Background: an optimization exercise with open tools, aiming at small area and a short achievable clock period. Do not read the settings as production practice. RTL that was checked went through simulation tests only; none was proved equivalent to the original. The clock port is modelled as an ideal driver, which makes a skipped or thinned clock tree look cheaper than it is; a real chip needs a root buffer or a tree. Power is estimated from default activity; no workload was simulated.

Design CPU, start of the top module:
module CPU (clk, input_8bit, output_8bit, cmd_addr, cmd_8bit, rst);
Size in the first run: about 65 flip-flops, about 34 I/O pins, about 3500 sq um of cells after synthesis.
==> flow/config.mk <==
export PLATFORM = sky130hd
export DESIGN_NAME = CPU
export DESIGN_NICKNAME = CPU
export VERILOG_FILES = /design/flow/design.v
export SDC_FILE = /design/flow/constraint.sdc
export NUM_CORES = 4
export LEC_CHECK = 0
export CAP_MARGIN = 20
export CORE_MARGIN = 2
export CORE_UTILIZATION = 40
export SETUP_SLACK_MARGIN = 2.9
export SLEW_MARGIN = 20
==> flow/constraint.sdc <==
create_clock -name core_clock -period 6.0 [get_ports {clk}]
set_input_delay 1.2000 -clock core_clock [delete_from_list [all_inputs] [get_ports {clk}]]
set_output_delay 1.2000 -clock core_clock [all_outputs]
set_load 0.01 [all_outputs]
standard.sh (not shown) runs the stock make flow with config.mk's settings and CLKGATE_MAP_FILE= SYNTH_SCRIPT=/design/flow/synth_recipe.tcl, a recipe that flattens the netlist after the stock synthesis.
==> flow/flow/run.sh <==
#!/bin/bash
# Own layout flow: the standard ORFS flow (standard.sh), with these changes:
#  - synthesis is the standard flow's synthesis script unchanged except for the abc script
#    (flow/abc.script, an area-oriented mapping); registers are mapped by the
#    same dfflibmap step before abc, so their names and cells are unchanged;
#  - extra ORFS make variables, one per line, from flow/make_args
#    (port buffer cell, clock tree options).
# Every tool's output goes to flow.log in the work folder, and ORFS writes its
# own per-step logs under orfs/logs.
set -euo pipefail
W=$(pwd)
sed 's#log_cmd abc {\*}\$abc_args#log_cmd abc -script '"$W"'/flow/abc.script {*}[lrange $abc_args 2 end]#' \
  "$FLOW_HOME/scripts/synth.tcl" > "$W/my_synth.tcl"
grep -q 'flow/abc.script' "$W/my_synth.tcl"
sed "s#source \$::env(SCRIPTS_DIR)/synth.tcl#source $W/my_synth.tcl#" "$W/synth_recipe.tcl" > "$W/my_synth_recipe.tcl"
grep -q 'my_synth.tcl' "$W/my_synth_recipe.tcl"
sed "s#SYNTH_SCRIPT=[^ ]*#SYNTH_SCRIPT=$W/my_synth_recipe.tcl#" "$W/standard.sh" > "$W/my_standard.sh"
grep -q 'my_synth_recipe.tcl' "$W/my_standard.sh"
args=()
if [[ -f "$W/flow/make_args" ]]; then
  while IFS= read -r line; do
    [[ -n "$line" && "$line" != \#* ]] && args+=("$line")
  done < "$W/flow/make_args"
fi
bash "$W/my_standard.sh" "${args[@]}" finish > "$W/flow.log" 2>&1
==> flow/flow/abc.script <==
strash
&get -n
&dch
&nf -R 1000 -p
&put
==> flow/flow/make_args <==
BUFFER_PORTS_ARGS=-buffer_cell sky130_fd_sc_hd__buf_2
CTS_ARGS=-sink_clustering_enable -repair_clock_nets -dont_use_dummy_load -sink_clustering_size 30 -sink_clustering_max_diameter 150
SYNTH_KEEP_MODULES=OVT_AOI22 OVT_NAND4 OVT_AOI41
The baseline completed with no timing, DRC or antenna violations.
==> next run, changes <==
SETUP_SLACK_MARGIN = 2.5   (was 2.9)
=> The changed run finished clean; power shrinks by a few percent; combinational power falls by roughly a tenth; sequential power stays flat; count of clock-buffer cells in the layout is unchanged; clock skew grows by 0.0047 ns.
No functional check of the RTL was part of any run of this note.

---

Setup of v6:
The RTL this note starts from:
==> flow/design.v <==
module CPU (clk, input_8bit, output_8bit, cmd_addr, cmd_8bit, rst);
  input  wire       clk;
  input  wire       rst;
  input  wire [7:0] input_8bit;
  input  wire [7:0] cmd_8bit;
  output wire [7:0] output_8bit;
  output reg  [7:0] cmd_addr;
  reg [7:0] r0, r1, r2, r3, r4, r5;
  reg [7:0] f;
  reg       boot;
  wire [1:0] op = cmd_8bit[7:6];
  wire [2:0] s  = cmd_8bit[5:3];
  wire [2:0] d  = cmd_8bit[2:0];
  wire is_imm = (op == 2'b00);
  wire is_cal = (op == 2'b01);
  wire is_cpy = (op == 2'b10);
  wire is_cnd = (op == 2'b11);
  wire [7:0] sel;
  genvar k;
  generate
    for (k = 0; k < 8; k = k + 1) begin : dec
      assign sel[k] = (s == k);
    end
  endgenerate
  wire [7:0] x01 = ({8{sel[0]}} & r0) | ({8{sel[1]}} & r1);
  wire [7:0] x23 = ({8{sel[2]}} & r2) | ({8{sel[3]}} & r3);
  wire [7:0] x45 = ({8{sel[4]}} & r4) | ({8{sel[5]}} & r5);
  wire [7:0] x6  = ({8{sel[6]}} & input_8bit);
  wire [7:0] bus = x01 | x23 | x45 | x6;
  wire out_en = is_cpy & (d == 3'd6) & ~rst;
  assign output_8bit = {8{out_en}} & bus;
  wire [7:0] b   = r2 ^ {8{d[0]}};
  wire [7:0] sum = r1 + b + {7'd0, d[0]};
  wire [7:0] g   = r1 & r2;
  wire [7:0] o   = r1 | r2;
  wire [7:0] lg  = (d[0] ? g : o) ^ {8{d[0] ^ d[1]}};
  wire [7:0] alu = d[2] ? (d[1] ? 8'd0 : sum) : lg;
  wire z = (r3 == 8'd0);
  wire n = r3[7];
  wire t = d[2] ^ (d[0] & z | d[1] & n);
  wire jump = is_cnd & t;
  wire [7:0] r0_in = {8{~rst}} & (is_imm ? cmd_8bit : bus);
  wire [7:0] r3_in = {8{~rst}} & (is_cal ? alu : bus);
  wire [7:0] rx_in = {8{~rst}} & bus;
  wire we0 = rst | is_imm | (is_cpy & d == 3'd0);
  wire we1 = rst | (is_cpy & d == 3'd1);
  wire we2 = rst | (is_cpy & d == 3'd2);
  wire we3 = rst | is_cal | (is_cpy & d == 3'd3);
  wire we4 = rst | (is_cpy & d == 3'd4);
  wire we5 = rst | (is_cpy & d == 3'd5);
  always @(posedge clk) begin
    if (we0) r0 <= r0_in;
    if (we1) r1 <= rx_in;
    if (we2) r2 <= rx_in;
    if (we3) r3 <= r3_in;
    if (we4) r4 <= rx_in;
    if (we5) r5 <= rx_in;
  end
  always @(posedge clk) begin
    if (rst) begin
      cmd_addr <= 8'd0;
      f        <= 8'd0;
      boot     <= 1'b1;
    end else begin
      cmd_addr <= f;
      f        <= jump ? r0 : f + {7'd0, ~boot};
      boot     <= 1'b0;
    end
  end
endmodule
clock: 6.0 ns
lec_check: 0
cap_margin: 20
core_margin: 2
core_utilization: 40
setup_slack_margin: 2.5
slew_margin: 20
==> flow/flow/run.sh <==
#!/bin/bash
# Own layout flow: the standard ORFS flow (standard.sh), with these changes:
#  - synthesis is the standard flow's synthesis script unchanged except for the abc script
#    (flow/abc.script, an area-oriented mapping) and any extra abc options
#    in flow/abc_args (cells abc may not use); registers are mapped by the
#    same dfflibmap step before abc, so their names and cells are unchanged;
#  - extra ORFS make variables, one per line, from flow/make_args
#    (port buffer cell, clock tree options).
# Every tool's output goes to flow.log in the work folder, and ORFS writes its
# own per-step logs under orfs/logs.
set -euo pipefail
W=$(pwd)
extra=""
[[ -f "$W/flow/abc_args" ]] && extra=$(tr '\n' ' ' < "$W/flow/abc_args")
sed 's#log_cmd abc {\*}\$abc_args#log_cmd abc -script '"$W"'/flow/abc.script {*}[lrange $abc_args 2 end] '"$extra"'#' \
  "$FLOW_HOME/scripts/synth.tcl" > "$W/my_synth.tcl"
grep -q 'flow/abc.script' "$W/my_synth.tcl"
sed "s#source \$::env(SCRIPTS_DIR)/synth.tcl#source $W/my_synth.tcl#" "$W/synth_recipe.tcl" > "$W/my_synth_recipe.tcl"
grep -q 'my_synth.tcl' "$W/my_synth_recipe.tcl"
sed "s#SYNTH_SCRIPT=[^ ]*#SYNTH_SCRIPT=$W/my_synth_recipe.tcl#" "$W/standard.sh" > "$W/my_standard.sh"
grep -q 'my_synth_recipe.tcl' "$W/my_standard.sh"
args=()
if [[ -f "$W/flow/make_args" ]]; then
  while IFS= read -r line; do
    [[ -n "$line" && "$line" != \#* ]] && args+=("$line")
  done < "$W/flow/make_args"
fi
bash "$W/my_standard.sh" "${args[@]}" finish > "$W/flow.log" 2>&1
==> flow/flow/abc_args <==
-dont_use sky130_fd_sc_hd__a222oi_1
==> flow/flow/make_args <==
BUFFER_PORTS_ARGS=-buffer_cell sky130_fd_sc_hd__buf_2
Scripts as last shown in full above: flow/flow/abc.script
v6 completed; timing, DRC and antenna clean
Here is what was changed in the inputs of v7 compared with v6.
==> flow/flow/run.sh <==
#!/bin/bash
# Own layout flow: the standard ORFS flow, with two changes:
#  - synthesis is the standard flow's synthesis script unchanged except for the abc script
#    (flow/abc.script, an area-oriented mapping); registers are mapped by the
#    same dfflibmap step before abc, so their names and cells are unchanged;
#  - port buffers are sky130_fd_sc_hd__buf_2 instead of buffer_ports' default.
# Every tool's output goes to a log file in the work folder (and ORFS's own
# per-step logs under orfs/logs).
set -euo pipefail
W=$(pwd)
sed 's#log_cmd abc {\*}\$abc_args#log_cmd abc -script '"$W"'/flow/abc.script {*}[lrange $abc_args 2 end]#' \
  "$FLOW_HOME/scripts/synth.tcl" > "$W/my_synth.tcl"
grep -q 'flow/abc.script' "$W/my_synth.tcl"
sed "s#source \$::env(SCRIPTS_DIR)/synth.tcl#source $W/my_synth.tcl#" "$W/synth_recipe.tcl" > "$W/my_synth_recipe.tcl"
grep -q 'my_synth.tcl' "$W/my_synth_recipe.tcl"
sed "s#SYNTH_SCRIPT=[^ ]*#SYNTH_SCRIPT=$W/my_synth_recipe.tcl#" "$W/standard.sh" > "$W/my_standard.sh"
grep -q 'my_synth_recipe.tcl' "$W/my_standard.sh"
bash "$W/my_standard.sh" "BUFFER_PORTS_ARGS=-buffer_cell sky130_fd_sc_hd__buf_2" finish > "$W/flow.log" 2>&1
removed: flow/flow/abc_args
removed: flow/flow/make_args
### Flow results
Total length of routed met3 wires delta for v7 relative to v6: about 35% lower
v6 was routed with more vias than v7.
In the tables for v6 and v7, compound-gate portion of the synthesized area reads lower with v7.
v6 vs v7, critical-path cell with the highest stage delay: and3b_2 vs a222oi_1
v7 supports a lower top clock frequency than v6.
v7 ended up with a lower combinational power than v6 did.
Taking v6 as the reference, in v7 fraction of area in multi-input gates went down 1.7 points, vertical die dimension held, global-route wire length before repair went down about 7.5%.
No functional check of the RTL was part of any run of this note.

---

Setup of run 1:
CPU, a different RTL version from the one above (not shown whole).
For scale: about 250 cells after synthesis, ~59 flip-flops, about 0.0031 mm^2 of cells after synthesis.
==> flow/config.mk <==
export PLATFORM = sky130hd
export DESIGN_NAME = CPU
export DESIGN_NICKNAME = CPU
export VERILOG_FILES = /design/flow/design.v
export SDC_FILE = /design/flow/constraint.sdc
export NUM_CORES = 4
export LEC_CHECK = 0
export CAP_MARGIN = 20
export CORE_MARGIN = 2
export CORE_UTILIZATION = 55
export SETUP_SLACK_MARGIN = 2.5
export SLEW_MARGIN = 20
==> flow/constraint.sdc <==
create_clock -name core_clock -period 6.0 [get_ports {clk}]
set_input_delay 1.2000 -clock core_clock [delete_from_list [all_inputs] [get_ports {clk}]]
set_output_delay 1.2000 -clock core_clock [all_outputs]
set_load 0.01 [all_outputs]
==> flow/flow/run.sh <==
#!/bin/bash
# Own layout flow: the standard ORFS flow (standard.sh), with these changes:
#  - synthesis is the standard flow's synthesis script unchanged except for the abc script
#    (flow/abc.script, an area-oriented mapping) and any extra abc options
#    in flow/abc_args (cells abc may not use); registers are mapped by the
#    same dfflibmap step before abc, so their names and cells are unchanged;
#  - extra ORFS make variables, one per line, from flow/make_args
#    (port buffer cell, clock tree options, kept modules); @W@ in a line
#    stands for the work folder.
#  - optionally (flow/late_margin) a different setup slack margin for the
#    steps after clock tree synthesis.
# Every tool's output goes to flow.log (and flow_finish.log) in the work folder, and ORFS writes its
# own per-step logs under orfs/logs.
set -euo pipefail
W=$(pwd)
extra=""
[[ -f "$W/flow/abc_args" ]] && extra=$(tr '\n' ' ' < "$W/flow/abc_args")
sed 's#log_cmd abc {\*}\$abc_args#log_cmd abc -script '"$W"'/flow/abc.script {*}[lrange $abc_args 2 end] '"$extra"'#' \
  "$FLOW_HOME/scripts/synth.tcl" > "$W/my_synth.tcl"
grep -q 'flow/abc.script' "$W/my_synth.tcl"
sed "s#source \$::env(SCRIPTS_DIR)/synth.tcl#source $W/my_synth.tcl#" "$W/synth_recipe.tcl" > "$W/my_synth_recipe.tcl"
grep -q 'my_synth.tcl' "$W/my_synth_recipe.tcl"
sed "s#SYNTH_SCRIPT=[^ ]*#SYNTH_SCRIPT=$W/my_synth_recipe.tcl#" "$W/standard.sh" > "$W/my_standard.sh"
grep -q 'my_synth_recipe.tcl' "$W/my_standard.sh"
args=()
if [[ -f "$W/flow/make_args" ]]; then
  while IFS= read -r line; do
    [[ -n "$line" && "$line" != \#* ]] && args+=("${line//@W@/$W}")
  done < "$W/flow/make_args"
fi
if [[ -f "$W/flow/late_margin" ]]; then
  # up to clock tree synthesis with config.mk's SETUP_SLACK_MARGIN, the rest
  # (global route's repair) with the margin in flow/late_margin
  bash "$W/my_standard.sh" "${args[@]}" cts > "$W/flow.log" 2>&1
  bash "$W/my_standard.sh" "${args[@]}" "SETUP_SLACK_MARGIN=$(tr -d ' \n' < "$W/flow/late_margin")" finish > "$W/flow_finish.log" 2>&1
else
  bash "$W/my_standard.sh" "${args[@]}" finish > "$W/flow.log" 2>&1
fi
==> flow/flow/late_margin <==
2.3
==> flow/flow/make_args <==
BUFFER_PORTS_ARGS=-buffer_cell sky130_fd_sc_hd__buf_2
PRE_CTS_TCL=@W@/flow/pre_cts.tcl
SYNTH_KEEP_MODULES=OVT_AOI22 OVT_AOI41 OVT_NEN OVT_LOGIC OVT_AO222 OVT_AO22
REMOVE_ABC_BUFFERS=1
MATCH_CELL_FOOTPRINT=0
Scripts as last shown in full above: flow/flow/abc.script
Other scripts of this flow, unchanged in this note and not shown: flow/flow/pre_cts.tcl
Here is what was changed in the inputs of run 2 compared with run 1.
==> flow/flow/late_margin <==
2.4
diff --git a/flow/flow/make_args b/flow/flow/make_args
--- a/flow/flow/make_args
+++ b/flow/flow/make_args
@@ -4,2 +4 @@
 REMOVE_ABC_BUFFERS=1
-MATCH_CELL_FOOTPRINT=0
## What came out
The final layouts of run 2 and run 1 pass the timing, DRC and antenna checks.
| net switching power of the design | run 1 vs run 2 | ≈ equal |
Summary of run 2 over run 1: total wire length increased by 0.60% relative to the old numbers, combined buffer and inverter count along the critical path grew by 1, relative area change from synthesis to final layout was more or less identical, total power ~0 delta, share of the clock period used by the worst path after layout flat.
Relative to run 2, the following input files were edited for run 3:
==> flow/flow/late_margin <==
2.3
==> run summary <==
- From run 2 to run 3 the numbers moved as follows: flip-flop and latch share of the layout cell area has remained practically unchanged, site row count has remained practically unchanged, violation count after the first detailed-route iteration has increased.
- Comparing run 2 against run 3, there is no change at all in area of the placeable core.
- Compared run 2 against run 3; final core area utilization within noise.
- Total number of vias ends up lower on run 2.
- Between run 2 and run 3, the final critical path time including I/O delays and setup is higher for run 2.
In every run of this note, the design's own scripts or RTL, not TritonCTS, make the clock network.

---

CPU, a different RTL version from the one above (not shown whole).
Size in the first run: roughly 290 cells after synthesis, roughly 65 flip-flops, roughly 34 I/O pins, ~3400 sq um of cells after synthesis.
Settings: LEC_CHECK=0, CAP_MARGIN=20, CORE_MARGIN=2, CORE_UTILIZATION=55, SETUP_SLACK_MARGIN=2.5, SLEW_MARGIN=20; clock period 6.0 ns.
==> flow/flow/run.sh <==
#!/bin/bash
# Own layout flow: the standard ORFS flow (standard.sh), with these changes:
#  - synthesis is the standard flow's synthesis script unchanged except for the abc script
#    (flow/abc.script, an area-oriented mapping); registers are mapped by the
#    same dfflibmap step before abc, so their names and cells are unchanged;
#  - extra ORFS make variables, one per line, from flow/make_args
#    (port buffer cell, clock tree options).
# Every tool's output goes to flow.log in the work folder, and ORFS writes its
# own per-step logs under orfs/logs.
set -euo pipefail
W=$(pwd)
sed 's#log_cmd abc {\*}\$abc_args#log_cmd abc -script '"$W"'/flow/abc.script {*}[lrange $abc_args 2 end]#' \
  "$FLOW_HOME/scripts/synth.tcl" > "$W/my_synth.tcl"
grep -q 'flow/abc.script' "$W/my_synth.tcl"
sed "s#source \$::env(SCRIPTS_DIR)/synth.tcl#source $W/my_synth.tcl#" "$W/synth_recipe.tcl" > "$W/my_synth_recipe.tcl"
grep -q 'my_synth.tcl' "$W/my_synth_recipe.tcl"
sed "s#SYNTH_SCRIPT=[^ ]*#SYNTH_SCRIPT=$W/my_synth_recipe.tcl#" "$W/standard.sh" > "$W/my_standard.sh"
grep -q 'my_synth_recipe.tcl' "$W/my_standard.sh"
args=()
if [[ -f "$W/flow/make_args" ]]; then
  while IFS= read -r line; do
    [[ -n "$line" && "$line" != \#* ]] && args+=("$line")
  done < "$W/flow/make_args"
fi
bash "$W/my_standard.sh" "${args[@]}" finish > "$W/flow.log" 2>&1
==> flow/flow/make_args <==
BUFFER_PORTS_ARGS=-buffer_cell sky130_fd_sc_hd__buf_2
CTS_ARGS=-sink_clustering_enable -repair_clock_nets -dont_use_dummy_load -sink_clustering_size 30 -sink_clustering_max_diameter 150
Scripts as last shown in full above: flow/flow/abc.script
Next try:
--- a/flow/flow/make_args
+++ b/flow/flow/make_args
@@ -1 +1 @@
-BUFFER_PORTS_ARGS=-buffer_cell sky130_fd_sc_hd__buf_2
+BUFFER_PORTS_ARGS=-buffer_cell sky130_fd_sc_hd__buf_1
Settings changed: CORE_UTILIZATION 55 to 40.
Outcome: The new run passed the timing, DRC and antenna checks. Clock skew is lower by 4.8 ps. Maximum frequency falls by 1.8%. Worst setup slack gets worse by 64 ps. Sequential share of layout area went down by 1.3 points. Final cell count increases by 10%.
Next try:
==> flow/flow/make_args (replaced) <==
BUFFER_PORTS_ARGS=-buffer_cell sky130_fd_sc_hd__buf_2
CTS_ARGS=-sink_clustering_enable -repair_clock_nets -dont_use_dummy_load -buf_list sky130_fd_sc_hd__clkbuf_8 -root_buf sky130_fd_sc_hd__clkbuf_8 -sink_clustering_size 65 -sink_clustering_max_diameter 400
Setup slack gets better by 83 ps.
Core utilization went down by 1.1 points.
Via count went down by 2.9%.
Wire length went down by 4.5%.
Cell count went down by 3.2%.
Synthesized area stays the same.
Cell area went down by 2.1%.
Next try:
==> flow/flow/make_args (replaced) <==
BUFFER_PORTS_ARGS=-buffer_cell sky130_fd_sc_hd__buf_2
CTS_ARGS=-repair_clock_nets -dont_use_dummy_load
Total power is unchanged; register-to-register slack is about the same; synthesized cell count stays the same; non-clock buffer count stays the same; clock-buffer cell count stays the same; worst hold slack does not change.
Next try:
==> flow/flow/make_args (replaced) <==
BUFFER_PORTS_ARGS=-buffer_cell sky130_fd_sc_hd__buf_2
CTS_ARGS=-sink_clustering_enable -repair_clock_nets -dont_use_dummy_load -sink_clustering_size 30 -sink_clustering_max_diameter 150
REMOVE_ABC_BUFFERS=1
RECOVER_POWER=100
What happened: Now the flow finished but failed the layout checks on max-capacitance violations, max-slew violations. Setup slack gets worse by 1100 ps. Die area does not change. Critical path depth came out higher by 1. Non-clock buffer count stays the same. Total power came out lower by about 0.4%. Core utilization came out lower by 0.49 points. Routed wire length is about the same. Sequential power stays flat.

[afterwards: timing with drivers on the ports]
No port has a modelled driver above. Below, the same layouts with a new extraction and two added sets of constraints.
Step 1 sets driving cells, clkbuf_16 on the clock port and buf_2 on the other inputs (assumed; they add their load-dependent delay and slew).
Step 2, shift: input delay + t, output delay - t, t = (earliest + latest rising clock arrival at the registers) / 2. This alone moves slack from input paths to output paths.
a / b / c = ideal ports / drivers / drivers and shift; a / b = the first two.
run	shift t [ns]	slack for setup (ns)	latest minus earliest clock arrival (ns)	worst register clock-pin slew, ns
the first run of note 1	0.354	2.590 / 2.538 / 2.538	0.018 / 0.018	0.07 / 0.07
the second run of note 1	0.361	2.525 / 2.494 / 2.293	0.023 / 0.023	0.07 / 0.07
v6	0.370	2.455 / 2.398 / 2.398	0.013 / 0.012	0.08 / 0.08
v7	0.373	2.329 / 2.278 / 2.278	0.010 / 0.010	0.08 / 0.08
run 1	0.211	2.459 / 2.401 / 2.401	0.013 / 0.012	0.09 / 0.09
run 2	0.209	2.466 / 2.435 / 2.435	0.013 / 0.014	0.10 / 0.10
run 3	0.209	2.487 / 2.449 / 2.449	0.013 / 0.013	0.10 / 0.10
the first run of note 4	0.363	2.513 / 2.361 / 2.351	0.024 / 0.024	0.08 / 0.08
the second run of note 4	0.362	2.449 / 2.400 / 2.333	0.019 / 0.018	0.07 / 0.07
the third run of note 4	0.369	2.532 / 2.390 / 2.266	0.020 / 0.019	0.07 / 0.07
the fourth run of note 4	0.369	2.532 / 2.390 / 2.266	0.020 / 0.019	0.07 / 0.07
the fifth run of note 4	0.367	1.469 / 1.443 / 1.392	0.018 / 0.019	0.07 / 0.07
